This is an optimization exercise on Yosys and OpenROAD, whose aim is small area, a short achievable clock period and few clock cycles per item, not a production implementation.
Function was not checked in any run shown here: the RTL went through the layout flow alone.

==> flow/design.v <==
module IOTDF (input clk, input rst, input in_en, input [7:0] iot_in, input [2:0] fn_sel,
              output busy, output valid, output [127:0] iot_out);
    function [3:0] s1;
        input [5:0] x;
        reg [63:0] t0, t1, t2, t3;
        begin
            t0 = 64'h917be9066f81b478;
            t1 = 64'h27e9d492609f1f29;
            t2 = 64'hb0c7871b497826bd;
            t3 = 64'h869d497a86e67619;
            s1 = {t3[x], t2[x], t1[x], t0[x]};
        end
    endfunction
    function [3:0] s2;
        input [5:0] x;
        reg [63:0] t0, t1, t2, t3;
        begin
            t0 = 64'hcd235ad2b865168f;
            t1 = 64'h746a8b7462949fc3;
            t2 = 64'h68f93c169346c3e9;
            t3 = 64'he196196e69c3a659;
            s2 = {t3[x], t2[x], t1[x], t0[x]};
        end
    endfunction
    function [3:0] s3;
        input [5:0] x;
        reg [63:0] t0, t1, t2, t3;
        begin
            t0 = 64'h4b8d9c63a965569a;
            t1 = 64'h76b9960c39c2b749;
            t2 = 64'hd96a863526f4794a;
            t3 = 64'h96692d696b9c90d3;
            s3 = {t3[x], t2[x], t1[x], t0[x]};
        end
    endfunction
    function [3:0] s4;
        input [5:0] x;
        reg [63:0] t0, t1, t2, t3;
        begin
            t0 = 64'h09b77c1ac34998e7;
            t1 = 64'hacd1168f692cce71;
            t2 = 64'hcb69718c74ca0e97;
            t3 = 64'h92c3e719ed90583e;
            s4 = {t3[x], t2[x], t1[x], t0[x]};
        end
    endfunction
    function [3:0] s5;
        input [5:0] x;
        reg [63:0] t0, t1, t2, t3;
        begin
            t0 = 64'ha4cd96d24b76b948;
            t1 = 64'hc70b39c692f05d2b;
            t2 = 64'h695b9ca191666b96;
            t3 = 64'h429dcd6a79e1348e;
            s5 = {t3[x], t2[x], t1[x], t0[x]};
        end
    endfunction
    function [3:0] s6;
        input [5:0] x;
        reg [63:0] t0, t1, t2, t3;
        begin
            t0 = 64'h95a36a597c3ca34c;
            t1 = 64'h52cbe13c6d9216da;
            t2 = 64'hc69938d615e69a69;
            t3 = 64'hb44ab695c9a4695b;
            s6 = {t3[x], t2[x], t1[x], t0[x]};
        end
    endfunction
    function [3:0] s7;
        input [5:0] x;
        reg [63:0] t0, t1, t2, t3;
        begin
            t0 = 64'h348e9679497969a6;
            t1 = 64'h6a95f41a9e4b81f4;
            t2 = 64'h869cd96699e643c3;
            t3 = 64'h92c761f82c96d966;
            s7 = {t3[x], t2[x], t1[x], t0[x]};
        end
    endfunction
    function [3:0] s8;
        input [5:0] x;
        reg [63:0] t0, t1, t2, t3;
        begin
            t0 = 64'h9f6281cd619c7c2b;
            t1 = 64'ha71658a7c8f13f0c;
            t2 = 64'h394e96b1596aa569;
            t3 = 64'hc17abd2438c716b9;
            s8 = {t3[x], t2[x], t1[x], t0[x]};
        end
    endfunction
    function [55:0] pc1;
        input [63:0] k;
        pc1 = {k[7], k[15], k[23], k[31], k[39], k[47], k[55], k[63], k[6], k[14], k[22], k[30], k[38], k[46], k[54], k[62], k[5], k[13], k[21], k[29], k[37], k[45], k[53], k[61], k[4], k[12], k[20], k[28], k[1], k[9], k[17], k[25], k[33], k[41], k[49], k[57], k[2], k[10], k[18], k[26], k[34], k[42], k[50], k[58], k[3], k[11], k[19], k[27], k[35], k[43], k[51], k[59], k[36], k[44], k[52], k[60]};
    endfunction
    function [63:0] ipc1;
        input [55:0] cd;
        input [7:0] p;
        ipc1 = {cd[48], cd[40], cd[32], cd[0], cd[4], cd[12], cd[20], p[7], cd[49], cd[41], cd[33], cd[1], cd[5], cd[13], cd[21], p[6], cd[50], cd[42], cd[34], cd[2], cd[6], cd[14], cd[22], p[5], cd[51], cd[43], cd[35], cd[3], cd[7], cd[15], cd[23], p[4], cd[52], cd[44], cd[36], cd[28], cd[8], cd[16], cd[24], p[3], cd[53], cd[45], cd[37], cd[29], cd[9], cd[17], cd[25], p[2], cd[54], cd[46], cd[38], cd[30], cd[10], cd[18], cd[26], p[1], cd[55], cd[47], cd[39], cd[31], cd[11], cd[19], cd[27], p[0]};
    endfunction
    function [47:0] pc2;
        input [55:0] x;
        pc2 = {x[42], x[39], x[45], x[32], x[55], x[51], x[53], x[28], x[41], x[50], x[35], x[46], x[33], x[37], x[44], x[52], x[30], x[48], x[40], x[49], x[29], x[36], x[43], x[54], x[15], x[4], x[25], x[19], x[9], x[1], x[26], x[16], x[5], x[11], x[23], x[8], x[12], x[7], x[17], x[0], x[22], x[3], x[10], x[14], x[6], x[20], x[27], x[24]};
    endfunction
    function [63:0] ip;
        input [63:0] p;
        ip = {p[6], p[14], p[22], p[30], p[38], p[46], p[54], p[62], p[4], p[12], p[20], p[28], p[36], p[44], p[52], p[60], p[2], p[10], p[18], p[26], p[34], p[42], p[50], p[58], p[0], p[8], p[16], p[24], p[32], p[40], p[48], p[56], p[7], p[15], p[23], p[31], p[39], p[47], p[55], p[63], p[5], p[13], p[21], p[29], p[37], p[45], p[53], p[61], p[3], p[11], p[19], p[27], p[35], p[43], p[51], p[59], p[1], p[9], p[17], p[25], p[33], p[41], p[49], p[57]};
    endfunction
    function [63:0] fp;
        input [63:0] x;
        fp = {x[24], x[56], x[16], x[48], x[8], x[40], x[0], x[32], x[25], x[57], x[17], x[49], x[9], x[41], x[1], x[33], x[26], x[58], x[18], x[50], x[10], x[42], x[2], x[34], x[27], x[59], x[19], x[51], x[11], x[43], x[3], x[35], x[28], x[60], x[20], x[52], x[12], x[44], x[4], x[36], x[29], x[61], x[21], x[53], x[13], x[45], x[5], x[37], x[30], x[62], x[22], x[54], x[14], x[46], x[6], x[38], x[31], x[63], x[23], x[55], x[15], x[47], x[7], x[39]};
    endfunction
    function [47:0] e;
        input [31:0] x;
        e = {x[0], x[31], x[30], x[29], x[28], x[27], x[28], x[27], x[26], x[25], x[24], x[23], x[24], x[23], x[22], x[21], x[20], x[19], x[20], x[19], x[18], x[17], x[16], x[15], x[16], x[15], x[14], x[13], x[12], x[11], x[12], x[11], x[10], x[9], x[8], x[7], x[8], x[7], x[6], x[5], x[4], x[3], x[4], x[3], x[2], x[1], x[0], x[31]};
    endfunction
    function [31:0] pp;
        input [31:0] x;
        pp = {x[16], x[25], x[12], x[11], x[3], x[20], x[4], x[15], x[31], x[17], x[9], x[6], x[27], x[14], x[1], x[22], x[30], x[24], x[8], x[18], x[0], x[5], x[29], x[23], x[13], x[19], x[2], x[26], x[10], x[21], x[28], x[7]};
    endfunction
    function [2:0] crc8;
        input [2:0] r;
        input [7:0] d;
        integer i;
        reg [2:0] c;
        reg fb;
        begin
            c = r;
            for (i = 7; i >= 0; i = i - 1) begin
                fb = c[2] ^ d[i];
                c = {c[1], c[0] ^ fb, fb};
            end
            crc8 = c;
        end
    endfunction
    function [7:0] g2b;
        input c;
        input [7:0] g;
        integer i;
        reg b;
        begin
            b = c;
            for (i = 7; i >= 0; i = i - 1) begin
                b = b ^ g[i];
                g2b[i] = b;
            end
        end
    endfunction
    reg         busy_r, valid_r;
    reg [3:0]   cnt;         
    reg         m_des, m_enc;    
    reg         plsb;        
    reg [127:0] O;           
    reg         act;         
    reg [3:0]   rc;          
    reg [31:0]  Lr;
    reg [47:0]  Xr;          
    reg [27:0]  Cr, Dr;
    reg [7:0]   P;           
    assign busy = busy_r;
    assign valid = valid_r;
    assign iot_out = O;
    wire [127:0] blk   = {O[119:0], iot_in};       
    wire         first = (cnt == 4'd0);
    wire         last  = in_en & (cnt == 4'd15);
    wire         load  = last & m_des;
    wire         copy  = act & (rc == 4'd0);
    wire [55:0]  cd0 = pc1(blk[127:64]);
    wire [47:0]  K   = pc2({Cr, Dr});
    wire [31:0]  so  = {s1(Xr[47:42]), s2(Xr[41:36]), s3(Xr[35:30]), s4(Xr[29:24]),
                        s5(Xr[23:18]), s6(Xr[17:12]), s7(Xr[11:6]), s8(Xr[5:0])};
    wire [31:0]  fo  = pp(so);
    wire [47:0]  XK  = Xr ^ K;
    wire [31:0]  Rc  = {XK[46:43], XK[40:37], XK[34:31], XK[28:25], XK[22:19], XK[16:13], XK[10:7], XK[4:1]};
    wire [31:0]  Rn  = Lr ^ fo;
    wire [63:0]  des_out = fp({Rn, Rc});
    wire [55:0]  cd_key  = m_enc ? {Cr, Dr} : {Cr[0], Cr[27:1], Dr[0], Dr[27:1]};
    wire [63:0]  key_out = ipc1(cd_key, P);
    reg  [55:0]  cd_n;
    wire [63:0]  ip_blk = ip(blk[63:0]);
    wire [31:0]  Lsrc = load ? ip_blk[31:0] : Lr;
    wire [47:0]  Z    = e(Lsrc) ^ pc2(cd_n);
    wire [47:0]  Xn   = Z ^ (e(fo) & {48{~load}});
    wire         amt1 = (rc == 4'd1) | (rc == 4'd8) | (rc == 4'd15);
    wire         f_crc = (fn_sel == 3'd3);
    wire         f_b2g = (fn_sel == 3'd4);
    wire         f_g2b = (fn_sel == 3'd5);
    wire         c_in = ~first & (f_g2b ? O[0] : plsb);
    wire [2:0]   crc_in = first ? 3'd0 : O[2:0];
    reg  [7:0]   byte_in;
    always @(*) begin
        if (f_crc)      byte_in = {5'd0, crc8(crc_in, iot_in)};
        else if (f_b2g) byte_in = iot_in ^ {c_in, iot_in[7:1]};
        else if (f_g2b) byte_in = g2b(c_in, iot_in);
        else            byte_in = iot_in;
    end
    always @(*) begin
        if (load)
            cd_n = m_enc ? {cd0[54:28], cd0[55], cd0[26:0], cd0[27]} : cd0;
        else if (m_enc)
            cd_n = amt1 ? {Cr[26:0], Cr[27], Dr[26:0], Dr[27]} : {Cr[25:0], Cr[27:26], Dr[25:0], Dr[27:26]};
        else
            cd_n = amt1 ? {Cr[0], Cr[27:1], Dr[0], Dr[27:1]} : {Cr[1:0], Cr[27:2], Dr[1:0], Dr[27:2]};
    end
    wire busy_n = ~(in_en & (cnt == 4'd14)) &
                  (load | (act & ~((rc == 4'd0) | (rc == 4'd15))));
    wire valid_n = (last & ~m_des) | copy;
    always @(posedge clk or posedge rst) begin
        if (rst) begin
            busy_r <= 1'b0; valid_r <= 1'b0;
            cnt <= 4'd0;
            act <= 1'b0;
        end else begin
            busy_r <= busy_n; valid_r <= valid_n;
            if (in_en) cnt <= cnt + 4'd1;
            if (load) act <= 1'b1;
            else if (copy) act <= 1'b0;
        end
    end
    always @(posedge clk) begin
        plsb <= iot_in[0];
        m_des <= (fn_sel == 3'd1) | (fn_sel == 3'd2);
        m_enc <= (fn_sel == 3'd1);
        rc <= load ? 4'd1 : rc + 4'd1;
        if (copy) O <= {key_out, des_out};
        else O <= {O[119:8], O[7:3], O[2:0] & {3{~f_crc}}, byte_in};
        Xr <= Xn;
        {Cr, Dr} <= cd_n;
        if (load) begin
            Lr <= ip_blk[63:32];
            P <= {blk[120], blk[112], blk[104], blk[96], blk[88], blk[80], blk[72], blk[64]};
        end else begin
            Lr <= Rc;
        end
    end
endmodule
==> flow/flow/run.sh <==
#!/bin/bash
# Standard ORFS layout (the standard.sh, standard synthesis), with the
# port buffers made of sky130_fd_sc_hd__buf_1 instead of the resizer's default pick.
set -uo pipefail
export BUFFER_PORTS_ARGS="-buffer_cell sky130_fd_sc_hd__buf_1"
bash standard.sh > standard_flow.log 2>&1
==> flow/standard.sh <==
#!/bin/bash
# synth_recipe.tcl (not shown) runs the flow's synth.tcl, then flattens the netlist and writes it again
# the make line also repeats each setting of config.mk as NAME=value (left out here)
make -C /OpenROAD-flow-scripts/flow DESIGN_CONFIG=/design/flow/config.mk WORK_HOME=/design/flow/orfs CLKGATE_MAP_FILE= SYNTH_SCRIPT=/design/flow/synth_recipe.tcl "${@:-finish}"
==> flow/config.mk <==
export PLATFORM = sky130hd
export DESIGN_NAME = IOTDF
export DESIGN_NICKNAME = IOTDF
export VERILOG_FILES = /design/flow/design.v
export SDC_FILE = /design/flow/constraint.sdc
export NUM_CORES = 4
export LEC_CHECK = 0
export ABC_CLOCK_PERIOD_IN_PS = 2600
export CAP_MARGIN = 20
export CORE_MARGIN = 2
export CORE_UTILIZATION = 40
export SETUP_SLACK_MARGIN = 1.9
export SLEW_MARGIN = 20
==> flow/constraint.sdc <==
create_clock -name core_clock -period 4.5 [get_ports {clk}]
set_input_delay 0.9000 -clock core_clock [delete_from_list [all_inputs] [get_ports {clk}]]
set_output_delay 0.9000 -clock core_clock [all_outputs]
set_load 0.01 [all_outputs]
==> flow_metrics.tcl, run 1 <==
set metrics [dict create \
    status "finished clean" \
    clk_pin_slew_ps 60 \
    row_count 77 \
    synth-seq-cells 286 \
    antenna_found_initial 3 \
    final_antenna_net_count 0 \
    cpMaxStageDelayCell "mux4_2" \
    hp-class "in2async" \
    synthFlopType "dfxtp_1" \
    boundaryPins 144 \
    cts.sinks 286 \
    cp_max_fo 7 \
    die_w_um 215.4 \
    pre_cts_slack_ps 1133 \
    hpwlAfterDp_um 41320 \
    synthArstFlopShare_pct 2.448 \
    wl_per_cell_um 21.12 \
    max_cap_violations 0 \
    rsz0062_at_grt "yes" \
    netlist-cell-type-count 80 \
    fin_nets 2153 \
    setup_tns_ps 0 \
    first_pass_iters 5 \
    cp.required_ps 4920 \
    antenna_cells 0 \
    syn_area_mm2 0.01788 \
    initialDrtViolationCount 1699 \
    via_count 15320 \
    path_common_cell "mux4_2" \
    clk_latency_ps 530 \
    worst_slew_pin_slew_ps 867.6 \
    drcViolationCount 0 \
    viasPerCell 5.677 \
    area_delta_synth_final_pct 16.09 \
    synthesis.nets 2070 \
    io_buffers 143 \
    setup_violations 0 \
    grt_overflow 0 \
    layout_min_cycle_time_ps 2602 \
    synth_top_area_share_pct 30.34 \
    grt_use_total_pct 23.55 \
    cts_tree "built" \
    timing.slew.headroom_pct 42.16 \
    postLayoutCellArea_mm2 0.02076 \
    synth.area.top_cells "dfxtp_1 30%, mux4_2 11%, mux2i_1 8.6%, xnor2_1 5.6%, o21ai_0 4.8%" \
    setup_slack_ps 1898 \
    path_class "reg2reg" \
    path_cells "clkinvlp_4 -> ha_4 -> mux4_2 -> mux4_2 -> xor2_4 -> nand2_1 -> o21ai_4 -> xnor2_2" \
    layout-drive-gt1-share_pct 16.28 \
    crit_arrival_ps 3020 \
    numCtsBuffers 34 \
    cts_hold_buf 0 \
    syn_inst 1999 \
    dieArea_mm2 0.04641 \
    startpoint_type "flip-flop" \
    period_share_pct 57.83 \
    core_area_mm2 0.04412 \
    grt_pass1_wl_um 85610 \
    cts-root-buf "clkbuf_16" \
    gp_congestion 0.9521 \
    yosys_warnings 1 \
    finish.utilization_pct 47.05 \
    grt_pass1_vias 13980 \
    final-hold-violation-count 0 \
    start_util_pct 40.53 \
    slew_violations 0 \
    final_common_cell "dfxtp_1" \
    slowest_delay_ps 530 \
    grt_max_degree 108 \
    dpl_cell_area_mm2 0.01867 \
    die_height_um 215.4 \
    ys_seq_area_share_pct 32.66 \
    wl_um 57000 \
    max_freq_ghz 0.3843 \
    syn_avg_cell_area_um2 8.946 \
    clock_skew_ps 17.97 \
    synth_edf_count 8 \
    synth_area_leader_cell "dfxtp_1" \
    final_cell_mix "242 x dfxtp_1, 225 x nand2_1, 170 x o21ai_0" \
    crit_path_end_kind "flip-flop" \
    cts_max_level 2 \
    clockBufferDepth 3 \
]
==> synthesized netlist by cell type (8+ instances only) <==
master / number
dfxtp_1: 271
nand2_1: 227
o21ai_0: 173
nor2_1: 168
a21oi_1: 157
mux2i_1: 154
xnor2_1: 114
mux4_2: 87
clkbuf_1: 82
xor2_1: 59
ha_1: 57
inv_1: 54
buf_2: 51
nand2b_1: 22
nand3_1: 20
o21ai_1: 19
nor2b_1: 18
nor3_1: 18
o211ai_1: 17
a31oi_1: 15
a211oi_1: 13
a21o_1: 13
buf_4: 12
mux2_2: 12
buf_1: 10
a221oi_1: 8
edfxtp_1: 8
==> layout make-up <==
type / instances / area [µm²]
inverters: 57 / 241.5
repair buffers: 209 / 1130
well taps: 592 / 740.7
clock buffers: 47 / 980.9
multi-input cells: 1494 / 11540
flip-flops and latches: 286 / 5914
clock inverters: 14 / 214.0
fillers: 4225 / 23370
==> cells by family after synthesis <==
| family | synth area share, % |
|---|---|
| multiplexers | 20.54 |
| AND/OR/NAND/NOR | 12.78 |
| XOR/XNOR | 9.005 |
| flip-flops | 32.66 |
| adder cells (fa/ha/maj) | 3.988 |
| AO/OA/AOI/OAI | 15.56 |
| buffers and inverters | 5.465 |
==> final timing paths <==
path | start | slack [ps] | endpoint | depth (start not counted)
max | Xr[18]$_DFF_P_ | 1900 | Xr[12]$_DFF_P_ | 8
min in group core_clock | P[3]$_DFFE_PP_ | 430 | O[88]$_DFF_P_ | 2
max reg2reg | Xr[18]$_DFF_P_ | 1900 | Xr[12]$_DFF_P_ | 8
max in group asynchronous | rst | 4010 | cnt[3]$_DFFE_PP0P_ | 2
min reg2reg | P[3]$_DFFE_PP_ | 430 | O[88]$_DFF_P_ | 2
min | rst | 280 | cnt[2]$_DFFE_PP0P_ | 2
==> per-stage QoR <==
step	cells	hold WS [ps]
floorplan	1999	403.8
global placement	2597	410.7
detailed placement	2597	413.8
CTS	2668	287.2
global route	2699	297.7
finish	2699	276.9
==> metal layers <==
| metal | vias up | GRT usage, % | part of all wire, % |
|---|---|---|---|
| li1 | 7185 | - | - |
| met1 | 7449 | 34.51 | 46 |
| met2 | 600 | 34.82 | 43 |
| met3 | 86 | 4.623 | 7.6 |
| met4 | 2 | 7.264 | 3.0 |
| met5 | - | 0 | 0.023 |
==> registers in the layout, indices dropped and copies added, names as in the netlist, 4 cells and up <==
name / cells
O: 128
Xr: 48
Lr: 32
Cr: 28
Dr: 28
P: 8
cnt: 4
rc: 4
==> what timing repair did <==
action                     CTS  global route
resized for setup           78            66
buffers inserted            10            30
pin swaps                    9            16
setup endpoints to repair  102            56
cloned                       0             1
==> critical path, delay by kind of cell (launching register included) <==
| family | cells | cell delay, ps |
|---|---|---|
| AO/OA/AOI/OAI | 1 | 100 |
| XOR/XNOR | 2 | 470 |
| adder cells (fa/ha/maj) | 1 | 220 |
| buffers and inverters | 1 | 180 |
| flip-flops | 1 | 410 |
| multiplexers | 2 | 970 |
| AND/OR/NAND/NOR | 1 | 120 |
==> run 2, diff against run 1 <==
==> flow/config.mk (replaced) <==
export PLATFORM = sky130hd
export DESIGN_NAME = IOTDF
export DESIGN_NICKNAME = IOTDF
export VERILOG_FILES = /design/flow/design.v
export SDC_FILE = /design/flow/constraint.sdc
export NUM_CORES = 4
export LEC_CHECK = 0
export ABC_CLOCK_PERIOD_IN_PS = 2300
export CAP_MARGIN = 20
export CORE_MARGIN = 2
export CORE_UTILIZATION = 40
export CTS_BUF_LIST = sky130_fd_sc_hd__clkbuf_8
export CTS_CLUSTER_DIAMETER = 60
export CTS_CLUSTER_SIZE = 14
export SETUP_SLACK_MARGIN = 2.2
export SLEW_MARGIN = 20
==> run 2 against run 1 <==
Net effect: routed wire length rose by 4.3%; cell count rose by 1.8%; final area rose by 4.0%; critical path depth rose by 2; setup slack better by 150 ps; non-clock buffer count rose by 62; area after synthesis did not move; critical path type unchanged; hold slack worse by 120 ps; die area unchanged; still clean on timing, DRC and antenna.
==> flow_metrics.tcl, run 2 <==
set metrics [dict create \
    fin_nets 2209 \
    boundaryPins 144 \
    fin_cells 2747 \
    rsz0062_at_grt "yes" \
    path_class "reg2reg" \
    startpoint_type "flip-flop" \
    syn_inst 1999 \
    hpwlAfterDp_um 41740 \
    core_area_mm2 0.04412 \
    cts_hold_buf 0 \
    layout-drive-gt1-share_pct 24.32 \
    dieArea_mm2 0.04641 \
    r2r_start "Xr[31]$_DFF_P_" \
    slew_violations 0 \
    r2r_end "Xr[23]$_DFF_P_" \
    grt_overflow 0 \
    layout_min_cycle_time_ps 2456 \
    grt_pass1_vias 14510 \
    io_buffers 143 \
    first_pass_iters 5 \
    wl_um 59450 \
    max_freq_ghz 0.4071 \
    cts-root-buf "clkbuf_8" \
    grt_max_degree 79 \
    post-synth-top-count-cell "dfxtp_1" \
    postLayoutCellArea_mm2 0.02159 \
    grt_use_total_pct 24.38 \
    worst_slew_pin_slew_ps 782.3 \
    synthArstFlopShare_pct 2.448 \
    numCtsBuffers 28 \
    gp_congestion 0.9064 \
    row_count 77 \
    largestRegisters "O: 128 flops, Xr: 48 flops, Lr: 32 flops" \
    yosys_warnings 1 \
    die_w_um 215.4 \
    antenna_cells 0 \
    placedCellCount 2598 \
    status "finished clean" \
    synth_edf_count 8 \
    final-hold-violation-count 0 \
    multiInputGateArea_mm2 0.01229 \
    largest_reg_flops 128 \
    syn_area_mm2 0.01788 \
    clk_pin_slew_ps 90 \
    setup_violations 0 \
    finish.utilization_pct 48.93 \
    cts_tree "built" \
    fillerInstances 4224 \
    final_common_cell "dfxtp_1" \
    drcViolationCount 0 \
    viasPerCell 5.690 \
    die_height_um 215.4 \
    synthesis.nets 2070 \
    setup_tns_ps 0 \
    max_cap_violations 0 \
    clockBufferDepth 3 \
    area_delta_synth_final_pct 20.72 \
    initialDrtViolationCount 1484 \
    synth_area_leader_cell "dfxtp_1" \
    ys_seq_area_share_pct 32.66 \
    start_util_pct 40.53 \
    synthTopCellsByCount "271 x dfxtp_1, 227 x nand2_1, 173 x o21ai_0" \
    clk_latency_ps 630 \
    cts_max_level 1 \
    top_register "O" \
    crit_arrival_ps 3020 \
    cp_max_fo 6 \
    final_cell_mix "226 x dfxtp_1, 218 x nand2_1, 159 x o21ai_0" \
    synth-seq-cells 286 \
    pre_cts_slack_ps 1293 \
    setup_slack_ps 2044 \
    hp-class "in2async" \
    timing.slew.headroom_pct 47.77 \
    rrSetupSlack_ps 2040 \
    dpl_cell_area_mm2 0.01878 \
    regArea_mm2 0.005972 \
    synth.area.top_cells "dfxtp_1 30%, mux4_2 11%, mux2i_1 8.6%, xnor2_1 5.6%, o21ai_0 4.8%" \
    grt_pass1_wl_um 88890 \
    synth_top_area_share_pct 30.34 \
    antenna_found_initial 0 \
    period_share_pct 54.59 \
    r2r_cells 10 \
    netlist-cell-type-count 80 \
    wl_per_cell_um 21.64 \
    whs_ps 158.0 \
    crit_path_end_kind "flip-flop" \
    syn_avg_cell_area_um2 8.946 \
    clock_skew_ps 35.35 \
    cts.sinks 286 \
    via_count 15630 \
    cp.required_ps 5060 \
    final_antenna_net_count 0 \
    synthFlopType "dfxtp_1" \
]
==> run 2: layout make-up <==
cell class,count,share of cell area (%)
clock buffers,31,1.976
clock inverters,16,0.6723
inverters,57,1.246
multi-input cells,1494,56.93
flip-flops and latches,286,27.66
well taps,592,3.431
repair buffers,271,8.079
==> run 2: cell families (layout without fill, tap and decap cells) <==
kind of cell | Yosys count | in the layout | synth area share (%)
simple gates | 525 | 525 | 12.78
compound gates | 479 | 479 | 15.56
flops | 286 | 286 | 32.66
mux | 255 | 255 | 20.54
buf+inv | 219 | 375 | 5.465
xor+xnor | 178 | 178 | 9.005
fa+ha+maj | 57 | 57 | 3.988
==> run 2: timing repair <==
action,CTS,global route
pin swaps,71,93
gates resized for setup,234,135
buffers inserted,72,30
setup endpoints to repair,182,138
cloned,0,0
==> run 2: layer usage <==
| metal | GRT usage (%) | share of wire [%] | wire length, µm |
|---|---|---|---|
| met1 | 35.42 | 45 | 26930 |
| met2 | 37.28 | 45 | 26660 |
| met3 | 3.904 | 7.2 | 4303 |
| met4 | 7.103 | 2.6 | 1561 |
| met5 | 0 | 0 | 0 |
==> run 2: worst max-delay path, stage by stage, from the launching register on <==
cell and delay [ps]:
dfxtp_4 430, inv_4 50, ha_4 300, buf_6 120
inv_2 30, mux4_2 460, mux2i_2 240, o221ai_4 200
xnor2_2 200, a21oi_2 200, xor2_1 170
==> run 2: how the worst max path moves through the flow <==
stage                           endpoint  slack (ps)  depth (start not counted)      startpoint
final                     Xr[23]$_DFF_P_        2040                         10  Xr[31]$_DFF_P_
after detailed placement  Xr[39]$_DFF_P_        1290                          8           in_en
after CTS                 Xr[42]$_DFF_P_        2070                          9   Xr[1]$_DFF_P_
after floorplan             O[0]$_DFF_P_        2160                          7       iot_in[6]
after global routing      Xr[23]$_DFF_P_        1960                         10  Xr[31]$_DFF_P_
after global placement    Xr[39]$_DFF_P_        1320                          8           in_en
==> run 3, diff against run 2 <==
--- a/flow/config.mk
+++ b/flow/config.mk
@@ -5,6 +5,7 @@
 export SDC_FILE = /design/flow/constraint.sdc
 export NUM_CORES = 4
 export LEC_CHECK = 0
+export ABC_AREA = 1
 export ABC_CLOCK_PERIOD_IN_PS = 2300
 export CAP_MARGIN = 20
 export CORE_MARGIN = 2
==> run 3 against run 2 <==
Net effect: critical endpoint is now Xr[5]$_DFF_P_; largest cell class unchanged; hold slack better by 21 ps; highest routed layer unchanged; non-clock buffer count down 49; global-route usage up 2.0 points; first-iteration DRC count up 29%; sequential share of layout area up 1.6 points.
==> flow_metrics.tcl, run 3 <==
set metrics [dict create \
    clockBufferDepth 3 \
    crit_family "simple AND/OR/NAND/NOR gates" \
    final_common_cell "nand2_1" \
    fin_cells 3289 \
    synth_xor_area_share_pct 6.662 \
    r2r_cells 14 \
    netlist-cell-type-count 57 \
    synth_top_area_share_pct 31.03 \
    antenna_cells 0 \
    synth_compound_area_share_pct 19.61 \
    ys_seq_area_share_pct 33.40 \
    dieArea_mm2 0.04540 \
    timing.slew.headroom_pct 56.40 \
    layout-drive-gt1-share_pct 12.20 \
    path_class "reg2reg" \
    syn_avg_cell_area_um2 6.756 \
    first_pass_iters 8 \
    period_share_pct 50.74 \
    setup_violations 0 \
    syn_area_mm2 0.01749 \
    crit_arrival_ps 2750 \
    final_cell_mix "673 x nand2_1, 253 x o21ai_0, 238 x dfxtp_1" \
    fillerInstances 4385 \
    startpoint_type "flip-flop" \
    start_util_pct 40.59 \
    cpMaxStageDelayCell "dfxtp_4" \
    io_buffers 143 \
    dr_wl_met3_um 5876 \
    worst_slew_pin_slew_ps 654.0 \
    synth-seq-cells 286 \
    die_w_um 213.1 \
    die_height_um 213.1 \
    synthFlopType "dfxtp_1" \
    max_cap_violations 0 \
    synth_top_family_by_area "simple AND/OR/NAND/NOR gates" \
    wl_per_cell_um 19.36 \
    clock_skew_ps 28.30 \
    synthMuxAreaShare_pct 0.1145 \
    viasPerCell 5.548 \
    largest_reg_flops 128 \
    worst-path-buf-inv 3 \
    synthTopCellsByCount "703 x nand2_1, 277 x o21ai_0, 271 x dfxtp_1" \
    cts_tree "built" \
    gp_congestion 0.9624 \
    max_freq_ghz 0.4380 \
    slew_violations 0 \
    core_area_mm2 0.04308 \
    synth_edf_count 8 \
    grt_pass1_vias 16060 \
    synthSimpleGateAreaFrac_pct 26.58 \
    synthArstFlopShare_pct 2.448 \
    clk_latency_ps 610 \
    layout_min_cycle_time_ps 2283 \
    cp.required_ps 4960 \
    synth_area_leader_cell "dfxtp_1" \
    grt_pass1_wl_um 93210 \
    final-hold-violation-count 0 \
    hp-class "in2async" \
    clk_pin_slew_ps 100 \
    grt_overflow 0 \
    drcViolationCount 0 \
    antenna_found_initial 0 \
    crit_path_end_kind "flip-flop" \
    grt_use_total_pct 26.38 \
    synth.area.top_cells "dfxtp_1 31%, nand2_1 15%, o21ai_0 7.9%, nand3_1 6.9%, inv_1 5.3%" \
    placedCellCount 3184 \
    cp.depth 14 \
    row_count 76 \
    setup_tns_ps 0 \
    fin_nets 2764 \
    grt_max_degree 100 \
    largestRegisters "O: 128 flops, Xr: 48 flops, Lr: 32 flops" \
    post-synth-top-count-cell "nand2_1" \
    status "finished clean" \
    wl_um 63670 \
    top_layer "met4" \
    final_antenna_net_count 0 \
    cts.sinks 286 \
    syn_inst 2588 \
    top_register "O" \
    area_delta_synth_final_pct 16.13 \
    slowest_delay_ps 410 \
    initialDrtViolationCount 1917 \
    synth_fa_ha_area_share_pct 4.079 \
    hpwlAfterDp_um 45580 \
    cts_max_level 1 \
    via_count 18250 \
    cp_max_fo 4 \
    synthesis.nets 2659 \
    path_cells "clkinvlp_4 -> ha_4 -> inv_2 -> nand2_4 -> inv_1 -> nor3_2 -> o21ai_1 -> o31ai_1 -> nand2_1 -> nand2_2 -> xor2_2 -> nor2_1 -> nor2_2 -> xnor2_1" \
    cts-root-buf "clkbuf_8" \
    numCtsBuffers 27 \
    boundaryPins 144 \
    rsz0062_at_grt "yes" \
    met1_length_um 28140 \
    yosys_warnings 1 \
    dr_wl_met2_um 27340 \
]
-- run 3: cell types whose count changed after synthesis, moves of 21 or more --
cell	previous run	this run
xnor2_1	114	38
nor2_1	168	145
a21oi_1	157	92
o21ai_0	173	277
o211ai_1	17	82
mux4_2	87	0
mux2i_1	154	2
nand2_1	227	703
clkbuf_1	82	61
nand2b_1	22	0
xor2_1	59	95
nand3_1	20	242
inv_1	54	246
-- run 3: final timing paths --
kind,endpoint,startpoint,slack (ps)
worst max-delay path,Xr[5]$_DFF_P_,Xr[37]$_DFF_P_,2220
worst min-delay path,cnt[1]$_DFFE_PP0P_,rst,180
worst max register to register,Xr[5]$_DFF_P_,Xr[37]$_DFF_P_,2220
worst min register to register,O[120]$_DFF_P_,P[7]$_DFFE_PP_,430
max in group asynchronous,cnt[0]$_DFFE_PP0P_,rst,4100
min in group core_clock,O[120]$_DFF_P_,P[7]$_DFFE_PP_,430
-- run 3: timing repair --
action                     in CTS  in global routing
pin swaps                       8                 52
gates cloned                    2                  8
hold endpoints to repair        0                  0
buffers inserted                6                 49
hold buffers                    0                  0
resized for setup             100                171
setup endpoints to repair     145                 74
-- run 3: cells by family (layout without fill, tap and decap cells) --
family	count (synthesis)	count (layout)
xor+xnor	133	133
simple gates	1129	1131
compound gates	578	578
buf+inv	403	517
flops	286	286
mux	2	2
fa+ha+maj	57	57
-- run 3: stage by stage --
stage | hold WS [ps] | setup slack (ps) | utilization (%) | area [µm²]
final | 179.4 | 2217 | 47.14 | 20310
after global routing | 211.3 | 2123 | 47.14 | 20310
after CTS | 159.7 | 2185 | 44.54 | 19190
after detailed placement | 430.7 | 1420 | 42.30 | 18220
after global placement | 427.3 | 1416 | 42.30 | 18220
after floorplan | 411.8 | 2204 | - | 17490
-- run 3: layout make-up --
class                      count  area [µm²]  area share [%]
clock inverter                10       163.9          0.8072
timing repair inverter         1       8.758         0.04313
timing repair buffer         222        1390           6.846
inverter                     254        1045           5.145
tap                          585       732.0           3.605
clock buffer                  30       412.9           2.033
multi-input combinational   1901       10620           52.31
sequential                   286        5932           29.21
-- run 3: routing by layer --
metal,GRT usage (%),up-vias
met3,4.824,107
met4,9.838,0
met2,39.59,866
met1,37.49,8536
li1,-,8739
met5,0,-
==> run 4, diff against run 3 <==
==> flow/config.mk (replaced) <==
export PLATFORM = sky130hd
export DESIGN_NAME = IOTDF
export DESIGN_NICKNAME = IOTDF
export VERILOG_FILES = /design/flow/design.v
export SDC_FILE = /design/flow/constraint.sdc
export NUM_CORES = 4
export LEC_CHECK = 0
export ABC_CLOCK_PERIOD_IN_PS = 2450
export CAP_MARGIN = 20
export CORE_MARGIN = 2
export CORE_UTILIZATION = 40
export CTS_BUF_LIST = sky130_fd_sc_hd__clkbuf_8
export CTS_CLUSTER_DIAMETER = 60
export CTS_CLUSTER_SIZE = 14
export SETUP_SLACK_MARGIN = 2.05
export SLEW_MARGIN = 20
==> run 4 against run 3 <==
Net effect: flip-flop and latch count unchanged; die area up 2.2%; final area increased by 2.7%; global-route usage is 3.0 points lower; hold slack worse by 2.8 ps; utilization up 0.13 points; critical path depth is 4 lower; synthesized cell count is 23% lower; highest routed layer unchanged.
==> flow_metrics.tcl, run 4 <==
set metrics [dict create \
    top_register "O" \
    clockBufferDepth 3 \
    final_antenna_net_count 0 \
    regArea_mm2 0.005952 \
    gp_congestion 0.9046 \
    clock_skew_ps 32.25 \
    globalRouteMet1Util_pct 33.87 \
    row_count 77 \
    synthesis.nets 2070 \
    largestRegisters "O: 128 flops, Xr: 48 flops, Lr: 32 flops" \
    postLayoutCellArea_mm2 0.02086 \
    die_w_um 215.4 \
    r2r_cells 10 \
    grt_pass1_wl_um 85300 \
    hpwlAfterDp_um 40510 \
    cp.required_ps 5020 \
    largest_reg_flops 128 \
    dieArea_mm2 0.04641 \
    synthArstFlopShare_pct 2.448 \
    setup_tns_ps 0 \
    wl_per_cell_um 21.07 \
    dpl_cell_area_mm2 0.01871 \
    synth_edf_count 8 \
    yosys_warnings 1 \
    synth_area_leader_cell "dfxtp_1" \
    initialDrtViolationCount 1547 \
    synth_top_area_share_pct 30.34 \
    met3_usage_pct 4.820 \
    setup_slack_ps 2051 \
    viasPerCell 5.698 \
    startpoint_type "flip-flop" \
    hp-class "in2async" \
    clk_pin_slew_ps 100 \
    grt_pass1_vias 14090 \
    syn_inst 1999 \
    finish.utilization_pct 47.27 \
    clk_latency_ps 640 \
    max_freq_ghz 0.4082 \
    max_cap_violations 0 \
    die_height_um 215.4 \
    setup_violations 0 \
    top_usage_layer "met2" \
    fillerInstances 4257 \
    timing.slew.headroom_pct 43.14 \
    status "finished clean" \
    grt_use_total_pct 23.42 \
    wl_um 57190 \
    cts_tree "built" \
    grtUsageMet2_pct 34.72 \
    slew_violations 0 \
    first_pass_iters 5 \
    post-synth-top-count-cell "dfxtp_1" \
    ys_seq_area_share_pct 32.66 \
    fin_nets 2179 \
    io_buffers 143 \
    crit_arrival_ps 2970 \
    syn_area_mm2 0.01788 \
    syn_avg_cell_area_um2 8.946 \
    cts_hold_buf 0 \
    cts_max_level 1 \
    worst_slew_pin_slew_ps 853.0 \
    drcViolationCount 0 \
    pre_cts_slack_ps 1279 \
    cts-root-buf "clkbuf_8" \
    grt_overflow 0 \
    synthTopCellsByCount "271 x dfxtp_1, 227 x nand2_1, 173 x o21ai_0" \
    multiInputGateArea_mm2 0.01189 \
    start_util_pct 40.53 \
    grt_max_degree 89 \
    netlist-cell-type-count 80 \
    core_area_mm2 0.04412 \
    numCtsBuffers 29 \
    rsz0062_at_grt "yes" \
    cts.sinks 286 \
    crit_path_end_kind "flip-flop" \
    period_share_pct 54.43 \
    synthFlopType "dfxtp_1" \
    layout_min_cycle_time_ps 2449 \
    final-hold-violation-count 0 \
    area_delta_synth_final_pct 16.65 \
    via_count 15470 \
    synth-seq-cells 286 \
    synth.area.top_cells "dfxtp_1 30%, mux4_2 11%, mux2i_1 8.6%, xnor2_1 5.6%, o21ai_0 4.8%" \
    cp_max_fo 5 \
    antenna_found_initial 1 \
    final_cell_mix "232 x dfxtp_1, 222 x nand2_1, 169 x o21ai_0" \
    boundaryPins 144 \
    final_common_cell "dfxtp_1" \
    layout-drive-gt1-share_pct 20.08 \
    path_class "reg2reg" \
]
-- run 4: cell types whose count changed after synthesis, moves of 21 or more --
cell and delta:
xor2_1 -36, xnor2_1 +76, nand2_1 -476, nand2b_1 +22
o21ai_0 -104, mux4_2 +87, clkbuf_1 +21, a21oi_1 +65
o211ai_1 -65, nor2_1 +23, inv_1 -192, nand3_1 -222
mux2i_1 +152
-- run 4: final timing paths --
path	slack [ps]	endpoint	from
setup / recovery	2050	Xr[14]$_DFF_P_	Xr[43]$_DFF_P_
setup reg to reg	2050	Xr[14]$_DFF_P_	Xr[43]$_DFF_P_
min in group core_clock	430	O[80]$_DFF_P_	P[2]$_DFFE_PP_
max in group asynchronous	4080	cnt[3]$_DFFE_PP0P_	rst
hold / removal	180	act$_DFFE_PP0P_	rst
hold reg to reg	430	O[80]$_DFF_P_	P[2]$_DFFE_PP_
-- run 4: metrics by stage --
stage / hold slack (ps) / cells
finish: 176.6 / 2715
global route: 207.5 / 2715
CTS: 164.7 / 2683
detailed placement: 422.1 / 2597
global placement: 414.5 / 2597
floorplan: 403.8 / 1999
-- run 4: repair_timing --
action	in CTS	in global routing
setup endpoints to repair	132	60
setup buffers	40	29
gates cloned	1	2
pin swaps	20	49
resized for setup	137	121
-- run 4: final cells by class --
cell class / count / share of cell area (%)
Antenna cell: 1 / 0.01200
Clock buffer: 29 / 1.913
Clock inverter: 16 / 0.7858
Inverter: 57 / 1.296
Multi-Input combinational cell: 1495 / 57.00
Sequential cell: 286 / 28.53
Tap cell: 592 / 3.551
Timing Repair Buffer: 239 / 6.910
-- run 4: kinds of logic after synthesis --
logic type                 synth area share (%)
muxes                                     20.54
AOI/OAI and AO/OA                         15.56
adders and majority gates                 3.988
DFF                                       32.66
buffers and inverters                     5.465
xor gates and xnor gates                  9.005
and+or+nand+nor                           12.78
-- run 4: critical path: stages (launching register included) --
cell and delay [ps]:
dfxtp_4 390, inv_4 50, ha_4 300, buf_4 110, or3b_2 430, a21oi_1 160
a2111oi_1 90, a31oi_2 310, xor2_1 210, o21ai_0 120, xor2_1 160
-- run 4: routing by layer --
layer	vias up	share of wire, %
met5	-	0
met3	97	8.1
li1	7243	-
met4	0	3.2
met2	596	44
met1	7534	45
==> run 5, diff against run 4 <==
--- a/flow/flow/run.sh
+++ b/flow/flow/run.sh
@@ -3,4 +3,5 @@
 # port buffers made of sky130_fd_sc_hd__buf_1 instead of the resizer's default pick.
 set -uo pipefail
 export BUFFER_PORTS_ARGS="-buffer_cell sky130_fd_sc_hd__buf_1"
+export RECOVER_POWER=100
 bash standard.sh > standard_flow.log 2>&1
==> run 5 against run 4 <==
Net effect: first-iteration DRC count down 1.2%; critical path depth up 1; routed wire length down 0.13%; maximum frequency down 29%; hold slack worse by 1.4 ps; count of clock-buffer cells in the layout unchanged; largest cell class unchanged.
==> flow_metrics.tcl, run 5 <==
set metrics [dict create \
    dieArea_mm2 0.04641 \
    start_util_pct 40.53 \
    antenna_found_initial 1 \
    startpoint_type "flip-flop" \
    syn_area_mm2 0.01788 \
    final_common_cell "dfxtp_1" \
    die_height_um 215.4 \
    max_freq_ghz 0.2911 \
    crit_path_end_kind "flip-flop" \
    boundaryPins 144 \
    placedCellCount 2597 \
    layout-drive-gt1-share_pct 17.77 \
    synthesis.nets 2070 \
    syn_inst 1999 \
    setup_tns_ps 0 \
    status "finished clean" \
    synthArstFlopShare_pct 2.448 \
    initialDrtViolationCount 1529 \
    area_delta_synth_final_pct 15.02 \
    crit_arrival_ps 3950 \
    netlist-cell-type-count 80 \
    synth_top_area_share_pct 30.34 \
    rsz0062_at_grt "yes" \
    wl_per_cell_um 21.04 \
    viasPerCell 5.700 \
    synth_area_leader_cell "dfxtp_1" \
    hpwlAfterDp_um 40510 \
    synthFlopType "dfxtp_1" \
    worst_slew_pin_slew_ps 888.4 \
    timing.slew.headroom_pct 40.77 \
    gp_congestion 0.9046 \
    row_count 77 \
    cts_max_level 1 \
    path_class "reg2reg" \
    clockBufferDepth 3 \
    drcViolationCount 0 \
    layout_min_cycle_time_ps 3435 \
    synthTopCellsByCount "271 x dfxtp_1, 227 x nand2_1, 173 x o21ai_0" \
    yosys_warnings 1 \
    synth_edf_count 8 \
    slew_violations 0 \
    final-hold-violation-count 0 \
    finish.utilization_pct 46.61 \
    final_cell_mix "238 x dfxtp_1, 223 x nand2_1, 181 x o21ai_0" \
    largest_reg_flops 128 \
    syn_avg_cell_area_um2 8.946 \
    first_pass_iters 5 \
    cp.required_ps 5010 \
    via_count 15480 \
    top_register "O" \
    core_area_mm2 0.04412 \
    clk_latency_ps 640 \
    setup_violations 0 \
    largestRegisters "O: 128 flops, Xr: 48 flops, Lr: 32 flops" \
    fin_nets 2179 \
    numCtsBuffers 29 \
    clock_skew_ps 26.73 \
    grt_overflow 0 \
    cp_max_fo 8 \
    synth-seq-cells 286 \
    clk_pin_slew_ps 90 \
    synth.area.top_cells "dfxtp_1 30%, mux4_2 11%, mux2i_1 8.6%, xnor2_1 5.6%, o21ai_0 4.8%" \
    max_cap_violations 0 \
    cts-root-buf "clkbuf_8" \
    pre_cts_slack_ps 1279 \
    cts_tree "built" \
    grt_use_total_pct 23.42 \
    hp-class "in2async" \
    ys_seq_area_share_pct 32.66 \
    fin_cells 2715 \
    grt_pass1_wl_um 85300 \
    die_w_um 215.4 \
    final_antenna_net_count 0 \
    post-synth-top-count-cell "dfxtp_1" \
    cts.sinks 286 \
    io_buffers 143 \
    setup_slack_ps 1065 \
    grt_max_degree 89 \
    period_share_pct 76.34 \
    grt_pass1_vias 14090 \
    wl_um 57120 \
]
[run 5: cell families (layout without fill, tap and decap cells)]
group,Yosys count,count (layout),synth area share [%]
AND/OR/NAND/NOR,525,525,12.78
AO/OA/AOI/OAI,479,480,15.56
flip-flops,286,286,32.66
multiplexers,255,255,20.54
buffers and inverters,219,341,5.465
XOR/XNOR,178,178,9.005
adder cells (fa/ha/maj),57,57,3.988
other,0,1,0
[run 5: worst max-delay path, cell delays in order (launching register included)]
cell	delay, ps
dfxtp_1	340
clkinvlp_2	120
ha_1	250
mux2i_4	90
o21ai_0	460
clkbuf_1	730
clkbuf_1	220
clkbuf_16	180
mux4_2	490
nor2_1	140
a21oi_2	90
xor2_1	170
[run 5: layout make-up]
class / count / area [µm²]
antenna: 1 / 2.502
clock buffer: 29 / 399.1
clock inverter: 16 / 163.9
fill: 4315 / 23560
inverter: 57 / 269.0
multi-input combinational: 1495 / 11720
sequential: 286 / 5932
tap: 592 / 740.7
timing repair buffer: 239 / 1338
[run 5: final timing paths]
kind | slack, ps | from | end | cells after the start
max reg2reg | 1060 | rc[1]$_SDFF_PP0_ | Xr[7]$_DFF_P_ | 11
min reg2reg | 430 | P[2]$_DFFE_PP_ | O[80]$_DFF_P_ | 2
max in group asynchronous | 4080 | rst | cnt[3]$_DFFE_PP0P_ | 2
min in group core_clock | 430 | P[2]$_DFFE_PP_ | O[80]$_DFF_P_ | 2
max | 1060 | rc[1]$_SDFF_PP0_ | Xr[7]$_DFF_P_ | 11
min | 180 | rst | act$_DFFE_PP0P_ | 2
[run 5: what timing repair did]
action,CTS,global route
pin swaps,20,49
hold buffers,0,0
endpoints found under the setup margin,132,60
setup buffers,40,29
resized for setup,137,121
cloned,1,2
[run 5: layer usage]
layer	GRT usage (%)	vias up	share of wire, %
li1	-	7242	-
met2	34.72	604	43
met4	7.816	0	3.5
met3	4.820	95	8.2
met5	0	-	0
met1	33.87	7534	45
[run 5: through the flow]
stage                     hold WS [ps]  cell area (µm²)
after CTS                        164.7            20120
final                            175.2            20570
after global placement           414.5            18710
after detailed placement         422.1            18710
after global routing             207.5            20570
after floorplan                  403.8            17940
==> run 6, diff against run 5 <==
==> flow/flow/run.sh (replaced) <==
#!/bin/bash
# Standard ORFS layout (the standard.sh, standard synthesis), with the
# port buffers made of sky130_fd_sc_hd__buf_1 instead of the resizer's default pick.
set -uo pipefail
export BUFFER_PORTS_ARGS="-buffer_cell sky130_fd_sc_hd__buf_1"
bash standard.sh > standard_flow.log 2>&1
--- a/flow/config.mk
+++ b/flow/config.mk
@@ -5,6 +5,7 @@
 export SDC_FILE = /design/flow/constraint.sdc
 export NUM_CORES = 4
 export LEC_CHECK = 0
+export ABC_AREA = 1
 export ABC_CLOCK_PERIOD_IN_PS = 2450
 export CAP_MARGIN = 20
 export CORE_MARGIN = 2
==> run 6 against run 5 <==
Net effect: utilization shrank 1.5 points; non-clock buffer count is 65 lower; setup slack gained 1100 ps; count of clock-buffer cells in the layout increased by 1; routed wire length grew 7.9%.
==> flow_metrics.tcl, run 6 <==
set metrics [dict create \
    row_count 76 \
    fin_nets 2715 \
    layout_min_cycle_time_ps 2353 \
    final-hold-violation-count 0 \
    cp.required_ps 5040 \
    path_class "reg2reg" \
    final_antenna_net_count 0 \
    antenna_found_initial 0 \
    synthTopCellsByCount "703 x nand2_1, 277 x o21ai_0, 271 x dfxtp_1" \
    io_buffers 143 \
    final_cell_mix "697 x nand2_1, 267 x o21ai_0, 241 x dfxtp_1, 241 x inv_1, 240 x nand3_1" \
    top_register "O" \
    synth_top_area_share_pct 31.03 \
    synthSimpleGateAreaFrac_pct 26.58 \
    cts_tree "built" \
    first_pass_iters 7 \
    hpwlAfterDp_um 45580 \
    area_delta_synth_final_pct 11.14 \
    setup_tns_ps 0 \
    synth_top_family_by_area "simple AND/OR/NAND/NOR gates" \
    grt_max_degree 100 \
    period_share_pct 52.29 \
    slew_violations 0 \
    layout-drive-gt1-share_pct 7.608 \
    initialDrtViolationCount 1815 \
    cts-root-buf "clkbuf_8" \
    synthMuxAreaShare_pct 0.1145 \
    timing.slew.headroom_pct 39.20 \
    netlist-cell-type-count 57 \
    cts_max_level 1 \
    rrSetupSlack_ps 2150 \
    core_area_mm2 0.04308 \
    r2r_end "Xr[36]$_DFF_P_" \
    numCtsBuffers 27 \
    syn_avg_cell_area_um2 6.756 \
    syn_inst 2588 \
    status "finished clean" \
    largest_reg_flops 128 \
    ys_seq_area_share_pct 33.40 \
    setup_violations 0 \
    synth_compound_area_share_pct 19.61 \
    synthArstFlopShare_pct 2.448 \
    drcViolationCount 0 \
    crit_arrival_ps 2890 \
    die_w_um 213.1 \
    synth_area_leader_cell "dfxtp_1" \
    cts.sinks 286 \
    synthesis.nets 2659 \
    startpoint_type "flip-flop" \
    clk_pin_slew_ps 90 \
    grt_use_total_pct 25.92 \
    r2r_start "Xr[43]$_DFF_P_" \
    wl_um 61650 \
    via_count 17970 \
    grt_pass1_wl_um 91800 \
    hp-class "in2async" \
    wl_per_cell_um 19.03 \
    postLayoutCellArea_mm2 0.01943 \
    post-synth-top-count-cell "nand2_1" \
    start_util_pct 40.59 \
    clockBufferDepth 3 \
    synth_edf_count 8 \
    crit_path_end_kind "flip-flop" \
    max_cap_violations 0 \
    grt_overflow 0 \
    antenna_cells 0 \
    gp_congestion 0.9624 \
    clk_latency_ps 610 \
    clock_skew_ps 28.72 \
    r2r_cells 13 \
    cp_max_fo 9 \
    max_freq_ghz 0.4250 \
    yosys_warnings 1 \
    dieArea_mm2 0.04540 \
    worst_slew_pin_slew_ps 912.1 \
    rsz0062_at_grt "yes" \
    viasPerCell 5.547 \
    largestRegisters "O: 128 flops, Xr: 48 flops, Lr: 32 flops" \
    boundaryPins 144 \
    synth_xor_area_share_pct 6.662 \
    synthFlopType "dfxtp_1" \
    synth.area.top_cells "dfxtp_1 31%, nand2_1 15%, o21ai_0 7.9%, nand3_1 6.9%, inv_1 5.3%" \
    die_height_um 213.1 \
    synth_fa_ha_area_share_pct 4.079 \
    dpl_cell_area_mm2 0.01822 \
    grt_pass1_vias 15900 \
    syn_area_mm2 0.01749 \
    final_common_cell "nand2_1" \
    synth-seq-cells 286 \
]
run 6: how the worst max path moves through the flow:
stage	end	cells past startpoint	slack [ps]	startpoint
after floorplan	P[0]$_DFFE_PP_	10	2200	in_en
after global placement	Xr[44]$_DFF_P_	12	1420	in_en
after detailed placement	Xr[44]$_DFF_P_	12	1420	in_en
after CTS	Xr[36]$_DFF_P_	12	1990	Xr[42]$_DFF_P_
after global routing	Xr[18]$_DFF_P_	11	2010	cnt[0]$_DFFE_PP0P_
final	Xr[36]$_DFF_P_	13	2150	Xr[43]$_DFF_P_
run 6: cell type report:
class,instances,area (µm²)
multi-input cells,1901,10330
well taps,585,732.0
fillers,4445,23640
flip-flops and latches,286,5911
clock inverters,10,163.9
clock buffers,30,412.9
repair buffers,174,874.6
inverters,254,1005
run 6: logic make-up (layout without fill, tap and decap cells):
kind of cell	after synthesis	count (layout)
and+or+nand+nor	1129	1131
AOI/OAI and AO/OA	578	578
buffers and inverters	403	468
DFF	286	286
xor gates and xnor gates	133	133
adders and majority gates	57	57
muxes	2	2
run 6: worst max-delay path, stage by stage (launching register included):
cell	delay, ps
dfxtp_1	340
buf_6	170
inv_1	120
ha_4	310
nor2_4	40
o21ai_1	150
nand2_1	90
o211ai_1	280
nand2_1	100
nor2_1	120
nor2_2	40
buf_4	150
mux2i_4	200
xnor2_1	150
run 6: timing repair:
| item | CTS | global route |
|---|---|---|
| setup buffers | 0 | 11 |
| cloned | 0 | 5 |
| hold buffers | 0 | 0 |
| pin swaps | 1 | 11 |
| setup endpoints to repair | 96 | 92 |
| gates resized for setup | 43 | 97 |
run 6: metrics by stage:
| step | cells | hold WS, ps | utilization, % | setup slack [ps] |
|---|---|---|---|---|
| 4_1_cts | 3224 | 159.7 | 43.89 | 1993 |
| 2_1_floorplan | 2588 | 411.8 | - | 2204 |
| 3_5_place_dp | 3184 | 430.7 | 42.30 | 1420 |
| 3_3_place_gp | 3184 | 427.3 | 42.30 | 1416 |
| 6_report | 3240 | 179.4 | 45.11 | 2147 |
| 5_1_grt | 3240 | 209.9 | 45.11 | 2009 |
run 6: metal layers:
layer  part of all wire (%)  up-vias  track usage, %  routed length (µm)
li1                       -     8647               -                   -
met5                      0        -               0                   0
met4                    3.9        0           9.260                2418
met3                    8.9      114           4.810                5484
met2                     42      829           38.73               26060
met1                     45     8382           37.07               27680
==> run 7, diff against run 6 <==
--- a/flow/design.v
+++ b/flow/design.v
@@ -148,6 +148,9 @@
     reg         busy_r, valid_r;
     reg [3:0]   cnt;         
     reg         m_des, m_enc;    
+    reg         m_e0, m_d1;      
+    reg         ldA, ldB, ldC;   
+    reg         amt1;            
     reg         plsb;        
     reg [127:0] O;           
     reg         act;         
@@ -162,7 +165,7 @@
     wire [127:0] blk   = {O[119:0], iot_in};       
     wire         first = (cnt == 4'd0);
     wire         last  = in_en & (cnt == 4'd15);
-    wire         load  = last & m_des;
+    wire         load  = ldC;    
     wire         copy  = act & (rc == 4'd0);
     wire [55:0]  cd0 = pc1(blk[127:64]);
     wire [47:0]  K   = pc2({Cr, Dr});
@@ -177,10 +180,9 @@
     wire [63:0]  key_out = ipc1(cd_key, P);
     reg  [55:0]  cd_n;
     wire [63:0]  ip_blk = ip(blk[63:0]);
-    wire [31:0]  Lsrc = load ? ip_blk[31:0] : Lr;
+    wire [31:0]  Lsrc = ldB ? ip_blk[31:0] : Lr;
     wire [47:0]  Z    = e(Lsrc) ^ pc2(cd_n);
-    wire [47:0]  Xn   = Z ^ (e(fo) & {48{~load}});
-    wire         amt1 = (rc == 4'd1) | (rc == 4'd8) | (rc == 4'd15);
+    wire [47:0]  Xn   = Z ^ (e(fo) & {48{~ldB}});
     wire         f_crc = (fn_sel == 3'd3);
     wire         f_b2g = (fn_sel == 3'd4);
     wire         f_g2b = (fn_sel == 3'd5);
@@ -194,9 +196,9 @@
         else            byte_in = iot_in;
     end
     always @(*) begin
-        if (load)
-            cd_n = m_enc ? {cd0[54:28], cd0[55], cd0[26:0], cd0[27]} : cd0;
-        else if (m_enc)
+        if (ldA)
+            cd_n = m_d1 ? cd0 : {cd0[54:28], cd0[55], cd0[26:0], cd0[27]};
+        else if (m_e0)
             cd_n = amt1 ? {Cr[26:0], Cr[27], Dr[26:0], Dr[27]} : {Cr[25:0], Cr[27:26], Dr[25:0], Dr[27:26]};
         else
             cd_n = amt1 ? {Cr[0], Cr[27:1], Dr[0], Dr[27:1]} : {Cr[1:0], Cr[27:2], Dr[1:0], Dr[27:2]};
@@ -206,11 +208,12 @@
     wire valid_n = (last & ~m_des) | copy;
     always @(posedge clk or posedge rst) begin
         if (rst) begin
-            busy_r <= 1'b0; valid_r <= 1'b0;
+            busy_r <= 1'b0; valid_r <= 1'b0; ldC <= 1'b0;
             cnt <= 4'd0;
             act <= 1'b0;
         end else begin
             busy_r <= busy_n; valid_r <= valid_n;
+            ldC <= in_en & (cnt == 4'd14) & ((fn_sel == 3'd1) | (fn_sel == 3'd2));
             if (in_en) cnt <= cnt + 4'd1;
             if (load) act <= 1'b1;
             else if (copy) act <= 1'b0;
@@ -220,16 +223,17 @@
         plsb <= iot_in[0];
         m_des <= (fn_sel == 3'd1) | (fn_sel == 3'd2);
         m_enc <= (fn_sel == 3'd1);
+        m_e0 <= fn_sel[0];
+        m_d1 <= fn_sel[1];
+        ldA <= in_en & (cnt == 4'd14) & ~fn_sel[2];
+        ldB <= in_en & (cnt == 4'd14);
+        amt1 <= load | (rc == 4'd7) | (rc == 4'd14);
         rc <= load ? 4'd1 : rc + 4'd1;
         if (copy) O <= {key_out, des_out};
         else O <= {O[119:8], O[7:3], O[2:0] & {3{~f_crc}}, byte_in};
         Xr <= Xn;
         {Cr, Dr} <= cd_n;
-        if (load) begin
-            Lr <= ip_blk[63:32];
-            P <= {blk[120], blk[112], blk[104], blk[96], blk[88], blk[80], blk[72], blk[64]};
-        end else begin
-            Lr <= Rc;
-        end
+        Lr <= ldB ? ip_blk[63:32] : Rc;
+        if (ldA) P <= {blk[120], blk[112], blk[104], blk[96], blk[88], blk[80], blk[72], blk[64]};
     end
 endmodule
==> run 7 against run 6 <==
Net effect: via count decreased by 1.9%; highest routed layer unchanged; count of clock-buffer cells in the layout increased by 3; synthesized cell count increased by 0.62%; first-iteration DRC count is 9.6% higher; critical path depth is 6 lower; largest cell class unchanged; still clean on timing, DRC and antenna; non-clock buffer count decreased by 6; critical path type unchanged; maximum frequency about the same; register-to-register slack about the same; cell count up 0.71%.
==> flow_metrics.tcl, run 7 <==
set metrics [dict create \
    crit_arrival_ps 2880 \
    grt_use_total_pct 24.79 \
    top_register "O" \
    synth_top_area_share_pct 31.29 \
    layout_min_cycle_time_ps 2352 \
    cts_max_level 1 \
    via_count 17630 \
    post-synth-top-count-cell "nand2_1" \
    antenna_cells 0 \
    slew_violations 0 \
    startpoint_type "flip-flop" \
    setup_violations 0 \
    viasPerCell 5.402 \
    synth_edf_count 8 \
    largestRegisters "O: 128 flops, Xr: 48 flops, Lr: 32 flops" \
    wl_um 59940 \
    area_delta_synth_final_pct 9.326 \
    gp_congestion 0.9078 \
    largest_reg_flops 128 \
    setup_tns_ps 0 \
    fin_nets 2730 \
    antenna_found_initial 0 \
    cts-root-buf "clkbuf_8" \
    clock_skew_ps 21.64 \
    status "finished clean" \
    met1_length_um 26080 \
    worst_slew_pin_slew_ps 901.7 \
    final_cell_mix "588 x nand2_1, 323 x o21ai_0, 270 x inv_1" \
    synth-seq-cells 292 \
    placedCellCount 3204 \
    numCtsBuffers 30 \
    synthTopCellsByCount "588 x nand2_1, 333 x o21ai_0, 276 x dfxtp_1" \
    synthFlopType "dfxtp_1" \
    rsz0062_at_grt "yes" \
    synthesis.nets 2676 \
    layout-drive-gt1-share_pct 5.564 \
    hp-class "in2async" \
    clk_pin_slew_ps 90 \
    path_class "reg2reg" \
    timing.slew.headroom_pct 39.89 \
    yosys_warnings 1 \
    boundaryPins 144 \
    fillerInstances 4566 \
    final_common_cell "nand2_1" \
    core_area_mm2 0.04336 \
    hpwlAfterDp_um 44870 \
    clk_latency_ps 640 \
    clockBufferDepth 3 \
    cp.required_ps 5030 \
    syn_inst 2604 \
    final_antenna_net_count 0 \
    final-hold-violation-count 0 \
    initialDrtViolationCount 1990 \
    crit_path_end_kind "flip-flop" \
    synth_area_leader_cell "dfxtp_1" \
    max_freq_ghz 0.4253 \
    first_pass_iters 8 \
    top_layer "met4" \
    grt_max_degree 118 \
    max_cap_violations 0 \
    grt_pass1_wl_um 91000 \
    fin_cells 3263 \
    cp_max_fo 38 \
    grt_pass1_vias 15830 \
    syn_avg_cell_area_um2 6.780 \
    start_util_pct 40.72 \
    cts_hold_buf 0 \
    io_buffers 143 \
    row_count 76 \
    synth.area.top_cells "dfxtp_1 31%, nand2_1 13%, o21ai_0 9.4%, xor2_1 6.7%, nand3_1 6.1%" \
    drcViolationCount 0 \
    period_share_pct 52.26 \
    dieArea_mm2 0.04584 \
    grt_overflow 0 \
    die_w_um 214.1 \
    cts_tree "built" \
    synthArstFlopShare_pct 2.740 \
    die_height_um 214.1 \
    dr_wl_met3_um 3443 \
    ys_seq_area_share_pct 33.79 \
    netlist-cell-type-count 48 \
    wl_per_cell_um 18.37 \
    dr_wl_met2_um 28300 \
    rrSetupSlack_ps 2150 \
    syn_area_mm2 0.01766 \
    cts.sinks 292 \
]
==> run 7: cell types whose count changed after synthesis, sizes merged, moves of 19 or more <==
cell    change
a21oi      +83
buf        -36
clkbuf     +33
inv        +19
nand2     -103
nand3      -24
o21ai      +34
xor2       +40
==> run 7: logic make-up after synthesis <==
logic type	synth area share, %
adders and majority gates	4.110
xor gates and xnor gates	7.937
buffers and inverters	9.298
AOI/OAI and AO/OA	21.07
and+or+nand+nor	23.80
DFF	33.79
==> run 7: layer usage <==
layer	vias up	track usage (%)
li1	8723	-
met1	8141	32.28
met2	670	42.69
met3	92	3.135
met4	0	7.755
met5	-	0
==> run 7: layout make-up <==
class	count	area, µm²	share of cell area (%)
Multi-Input combinational cell	1893	10130	52.47
Sequential cell	292	6016	31.17
Inverter	273	1030	5.335
Timing Repair Buffer	168	744.5	3.857
Tap cell	585	732.0	3.792
Clock buffer	33	454.2	2.353
Clock inverter	19	197.7	1.024
==> run 7: final timing paths <==
path                             startpoint                 end  depth (start not counted)
max in group asynchronous               rst  cnt[2]$_DFFE_PP0P_                          2
max                            amt1$_DFF_P_      Xr[29]$_DFF_P_                          7
min reg2reg                rc[0]$_SDFF_PP1_    rc[0]$_SDFF_PP1_                          1
min in group core_clock    rc[0]$_SDFF_PP1_    rc[0]$_SDFF_PP1_                          1
max reg2reg                    amt1$_DFF_P_      Xr[29]$_DFF_P_                          7
min                                     rst   valid_r$_DFF_PP0_                          2
==> run 7: worst max-delay path: stages, from the launching register on <==
cell     delay (ps)
dfxtp_2         600
buf_4           460
nand2_1         120
nand3_1         110
a21oi_1          70
nor2_1          510
xor2_1          160
xor2_1          190
==> run 7: metrics by stage <==
| stage | instance area, µm² | hold WS, ps | util (%) | setup WS [ps] |
|---|---|---|---|---|
| 6_report | 19300 | 164.2 | 44.51 | 2148 |
| 3_3_place_gp | 18470 | 409.6 | 42.60 | 1902 |
| 5_1_grt | 19300 | 184.4 | 44.51 | 1983 |
| 3_5_place_dp | 18470 | 414.5 | 42.60 | 1780 |
| 4_1_cts | 19170 | 135.6 | 44.20 | 2072 |
| 2_1_floorplan | 17660 | 395.1 | - | 2286 |
==> run 7: what timing repair did <==
item,in CTS,in global routing
pin swaps,2,2
gates resized for setup,12,39
setup endpoints to repair,23,63
setup buffers,2,5
gates cloned,0,0

port drivers added, routing unchanged:
In the flow no input, the clock included, has a driving cell. The finished layouts below were timed again as built, in two steps. Step 1 (the two cells are an assumption about what drives the block):
set clk [get_ports {clk}]
set_driving_cell -lib_cell sky130_fd_sc_hd__clkbuf_16 $clk
set_driving_cell -lib_cell sky130_fd_sc_hd__buf_2 [delete_from_list [all_inputs] $clk]
Step 2, shift: input delay + t, output delay - t, t = (earliest + latest rising clock arrival at the registers) / 2. This alone moves slack from input paths to output paths. a / b / c = ideal ports / drivers / drivers and shift; a / b = the first two.
run	t, ns	slack for setup (ns)	hold slack, ns	clock arrival spread, ns
run 1	0.577	1.898 / 1.898 / 1.512	0.277 / 0.247 / 0.427	0.018 / 0.018
run 2	0.669	2.044 / 2.044 / 1.516	0.158 / 0.128 / 0.435	0.036 / 0.035
run 3	0.650	2.217 / 2.215 / 1.731	0.179 / 0.150 / 0.433	0.033 / 0.034
run 4	0.671	2.051 / 2.051 / 1.543	0.177 / 0.149 / 0.431	0.033 / 0.034
run 5	0.672	1.065 / 1.065 / 1.065	0.175 / 0.147 / 0.430	0.031 / 0.031
run 6	0.647	2.147 / 2.147 / 1.638	0.179 / 0.148 / 0.433	0.030 / 0.029
run 7	0.676	2.148 / 2.148 / 1.877	0.164 / 0.137 / 0.434	0.023 / 0.022
After both steps setup and hold are still met in every run listed. The setup slack of run 2, which loses most, moves by 0.000 ns with the drivers and by -0.528 ns with both steps.
